This is an optimization exercise on Yosys and OpenROAD, whose aim is small area, a short achievable clock period and few clock cycles, not a production implementation.
Where RTL was checked, it was by simulation tests only, not by an equivalence proof against the original.
The clock input has no modelled driver; a real chip could not lean on it and would need a root buffer or a full tree.
Power figures rest on the tool's default switching activity, not on a simulated workload.

Setup of run A:
==> flow/design.v <==
module lab7(X,Y,z,clk,reset,start,done);
input [15:0]X;
input [15:0]Y;
output [47:0]z;
input clk,reset;
input start;
output reg done;
reg [15:0] a;
reg [15:0] b;
always @(posedge clk)
begin
	if (start)
	begin
		a <= X;
		b <= Y;
	end
	done <= start & ~reset;
end
genvar i, j;
generate
	for (i = 0; i < 4; i = i + 1) begin : row
		for (j = 0; j < 4; j = j + 1) begin : col
			assign z[3*(4*i+j) +: 3] = {2'b00, a[4*i+0] & b[4*0+j]}
			                         + {2'b00, a[4*i+1] & b[4*1+j]}
			                         + {2'b00, a[4*i+2] & b[4*2+j]}
			                         + {2'b00, a[4*i+3] & b[4*3+j]};
		end
	end
endgenerate
endmodule
Settings: LEC_CHECK=0, CAP_MARGIN=20, CORE_MARGIN=2, CORE_UTILIZATION=40, SETUP_SLACK_MARGIN=1.5, SLEW_MARGIN=20; clock period 4.0 ns.
run.sh (not shown) runs the stock make flow with config.mk's settings and CLKGATE_MAP_FILE= SYNTH_SCRIPT=/design/flow/synth_recipe.tcl, a recipe that flattens the netlist after the stock synthesis.
Testbench counts of run A, summed over its fixed seeds: cycles 2,400.
The inputs of run B differ from those of run A as listed below.
Settings: SETUP_SLACK_MARGIN no longer set, was 1.5.
==> flow/flow/run.sh (new file) <==
#!/bin/bash
# Standard layout, but with small buffers on the ports instead of the
# delay buffer that buffer_ports picks by default.
set -euo pipefail
export BUFFER_PORTS_ARGS="-buffer_cell sky130_fd_sc_hd__buf_1"
bash standard.sh > standard_flow.log 2>&1
==> flow/standard.sh (new file) <==
#!/bin/bash
# synth_recipe.tcl (not shown) runs the flow's synth.tcl, then flattens the netlist and writes it again
# the make line also repeats each setting of config.mk as NAME=value (left out here)
make -C /OpenROAD-flow-scripts/flow DESIGN_CONFIG=/design/flow/config.mk WORK_HOME=/design/flow/orfs CLKGATE_MAP_FILE= SYNTH_SCRIPT=/design/flow/synth_recipe.tcl "${@:-finish}"
removed: flow/run.sh
--- outcome ---
Run B finished all stages; the layout is clean. Run B vs. run A: number of levels in the clock H-tree closely matched the old numbers, fmax decreased by 1.7% relative to the old numbers, post-route minimum period increased by 49 ps relative to the old numbers, routed wire length decreased by 20% relative to the old numbers, wire length per cell after detailed routing decreased by 2.7 um relative to the old numbers. Compared run B vs run A, and critical path depth is down in run B. Taking run A as the reference point, the met3 layer usage reported by global route of run B falls by 1.2 points. Diff run A -> run B: setup slack of the critical path after layout now smaller; total power after layout went down; share of total power in combinational logic down 15 points; detailed placement HPWL fell by about 11%.
### run B -> run C
==> flow/run.sh (new file) <==
#!/bin/bash
# synth_recipe.tcl (not shown) runs the flow's synth.tcl, then flattens the netlist and writes it again
# the make line also repeats each setting of config.mk as NAME=value (left out here)
make -C /OpenROAD-flow-scripts/flow DESIGN_CONFIG=/design/flow/config.mk WORK_HOME=/design/flow/orfs CLKGATE_MAP_FILE= SYNTH_SCRIPT=/design/flow/synth_recipe.tcl finish
removed: flow/flow/run.sh
removed: flow/standard.sh
==> summary.txt <==
Compared with run B, run C shows a higher overall power of the completed layout.
Final weighted congestion of routability-driven global placement ends up lower on run B.
The ratio of total power to cell area of run C and that of run B are within noise of each other.
Note that the total wire length after detailed routing recorded for run C amounts to 1.11 times the value seen in run B.

========
## build 14
Another version of the RTL of lab7 (not shown whole).
For scale: about 250 cells after synthesis, roughly 33 flip-flops, ~84 I/O pins, roughly 2300 µm² of cells after synthesis.
Settings: LEC_CHECK=0, CAP_MARGIN=20, CORE_MARGIN=2, CORE_UTILIZATION=40, SLEW_MARGIN=20; clock period 4.0 ns.
standard.sh (not shown) runs the stock make flow with config.mk's settings and CLKGATE_MAP_FILE= SYNTH_SCRIPT=/design/flow/synth_recipe.tcl, a recipe that flattens the netlist after the stock synthesis.
==> flow/flow/run.sh <==
#!/bin/bash
# The standard layout (bash standard.sh) with two changes:
#  - the ports get buf_1 buffers instead of the delay buffer buffer_ports picks by default;
#  - the clock tree is a single strong buffer driving every flip-flop (see pre_cts.tcl),
#    instead of TritonCTS's two-level tree.
set -euo pipefail
here="$(pwd)"
export BUFFER_PORTS_ARGS="-buffer_cell sky130_fd_sc_hd__buf_1"
export PRE_CTS_TCL="$here/flow/pre_cts.tcl"
bash standard.sh > "$here/standard_flow.log" 2>&1
==> flow/flow/pre_cts.tcl <==
# Sourced by ORFS's cts.tcl before clock_tree_synthesis. The design has only a few
# dozen flip-flops, so one strong buffer drives all of them: clk -> buffer -> every
# flip-flop clock pin. This replaces clock_tree_synthesis for this step; the rest of
# cts.tcl (placement legalisation, timing repair) runs as usual.
proc single_buffer_clock { buf_master_name } {
  set block [ord::get_db_block]
  set db [ord::get_db]
  set master [$db findMaster $buf_master_name]
  set clk_net [$block findNet clk]
  set sinks {}
  set sx 0
  set sy 0
  foreach it [$clk_net getITerms] {
    lappend sinks $it
    set bb [[$it getInst] getBBox]
    set sx [expr {$sx + ([$bb xMin] + [$bb xMax]) / 2}]
    set sy [expr {$sy + ([$bb yMin] + [$bb yMax]) / 2}]
  }
  set n [llength $sinks]
  set buf [odb::dbInst_create $block $master clkbuf_root]
  set new_net [odb::dbNet_create $block clknet_root]
  $new_net setSigType CLOCK
  $clk_net setSigType CLOCK
  foreach it $sinks {
    $it disconnect
    $it connect $new_net
  }
  [$buf findITerm A] connect $clk_net
  [$buf findITerm X] connect $new_net
  $buf setLocation [expr {$sx / $n}] [expr {$sy / $n}]
  $buf setPlacementStatus PLACED
  puts "single_buffer_clock: $n clock sinks driven by one $buf_master_name"
}

rename clock_tree_synthesis orfs_clock_tree_synthesis
proc clock_tree_synthesis { args } {
  single_buffer_clock sky130_fd_sc_hd__buf_16
  set_propagated_clock [all_clocks]
}
--- input diff build 14..build 72 ---
Settings: setting SETUP_SLACK_MARGIN to 1.0 for the first time.
==> flow/flow/run.sh <==
#!/bin/bash
# Standard layout, but with small buffers on the ports instead of the
# delay buffer that buffer_ports picks by default.
set -euo pipefail
export BUFFER_PORTS_ARGS="-buffer_cell sky130_fd_sc_hd__buf_1"
bash standard.sh > standard_flow.log 2>&1
removed: flow/flow/pre_cts.tcl
Build 72 went all the way through the flow, and no timing, DRC or antenna check failed. Against build 14 as the reference, build 72 delivers a higher switching power. Min final routed wirelength across all metal layers across build 72 and build 14: build 14. Build 72 and build 14 ended up with nearly the same power of the sequential group. Build 72 ends up with lower final worst-path setup slack than build 14 does. Largest vdd supply drop is higher on build 72. Power share of the clock group: lower on build 14. Combinational cell fraction of total power ends up lower on build 72. Build 72 ends up with lower hold slack than build 14 does.
## Diff of input files: build 24 against build 72
Settings: SETUP_SLACK_MARGIN now 2.0, was 1.0.
==> summary.txt <==
- Every run (build 24 and build 72) finished clean.
- Build 24 vs build 72, core utilization went up by 20 points.
- Re non-filler instance count after layout: build 72 was lower than build 24.
- Against build 72, build 24 reports a leakage power of the design that is higher.
- Setup slack: build 24 and build 72 compared, lower one is build 24
- Part of the cycle the worst path needs: build 24 vs build 72, no meaningful difference
- The portion of the layout cell area used by clock cells number comes out lower for build 24 vs build 72.
- Via count of the first global-routing pass of build 24 exceeds that of build 72 by more than 10%.
- In the final reports, the cell area of build 24 is larger than that of build 72.
- [compare] base=build 72 new=build 24: flip-flop and latch power went down by about 4%; proportion of power drawn by the clock network went down by 3.5 points; number of ordinary and repair buffers in the finished layout went up by 81.
## Diff of input files: build 6 against build 24
Settings: CTS_CLUSTER_DIAMETER now 500, previously not set; SETUP_SLACK_MARGIN no longer set, was 2.0; CTS_CLUSTER_SIZE now 40, previously not set.
==> comparison <==
Diff build 24 -> build 6: power shows a reduction of about 15%; height of the die shows no meaningful change; design area shows a reduction of 1100 µm². Cell area power density in build 6 is 61 nW/µm² above build 24. The number of cells on the critical path reported for build 6 is smaller than that of build 24 by 2. Build 6 | status: complete | timing, DRC, antenna: pass. Compared with build 24, placement density in the core of build 6 is lower. Diff build 24 -> build 6 | wire length on met2 | down by more than a quarter. For number of global-route vias before repair, dividing the value from build 24 by the value from build 6 gives 1.18. Max largest stage delay on the critical path across build 24 and build 6: build 6.
--- input diff build 6..build 10 ---
Settings: CTS_CLUSTER_SIZE: 40 -> unset; CTS_CLUSTER_DIAMETER: 500 -> unset.
Notes after the runs:
Changes observed in build 10 relative to build 6: post-route cell area has remained practically unchanged, worst hold slack has remained practically unchanged, half-perimeter wire length after placement has remained practically unchanged. On clock network power consumption, build 6 and build 10 are neck and neck. Fraction of registers with async set or reset after synthesis came out exactly the same in build 6 and build 10.
Function was not checked in any run of this note: the RTL went through the layout flow alone. The clock cells of build 14 come from the design's own scripts or RTL, not from TritonCTS.

## separate check: timing with driven ports
No port has a modelled driver above. Below, the same layouts with a new extraction and two added sets of constraints.
Step 1, drivers: a clkbuf_16 drives clk and a buf_2 each remaining input, both assumed.
Step 2 moves the port delays by t, midway between the first and last clock arrival at a register: inputs arrive t later, outputs are due t later. That takes back most of the time a late clock gives input paths.
Three values: ideal, step 1, step 2; two values: the first two.
run	t (ns)	setup slack, ns	worst setup path at the end	worst data-port slew with drivers (ns)	pins driven straight from the clock port
run A	0.304	1.169 / 1.144 / 1.449	register to output	0.04	1
run B	0.309	1.119 / 1.092 / 1.402	register to output	0.03	1
run C	0.302	0.727 / 0.702 / 1.005	register to output	0.04	1
build 14	0.189	1.649 / 1.606 / 1.795	register to output	0.03	1
build 72	0.307	1.564 / 1.536 / 1.843	register to output	0.03	1
build 24	0.312	1.561 / 1.534 / 1.846	register to output	0.03	1
build 6	0.307	1.564 / 1.536 / 1.843	register to output	0.03	1
build 10	0.307	1.564 / 1.536 / 1.843	register to output	0.03	1
After both steps setup and hold are still met in every run listed.
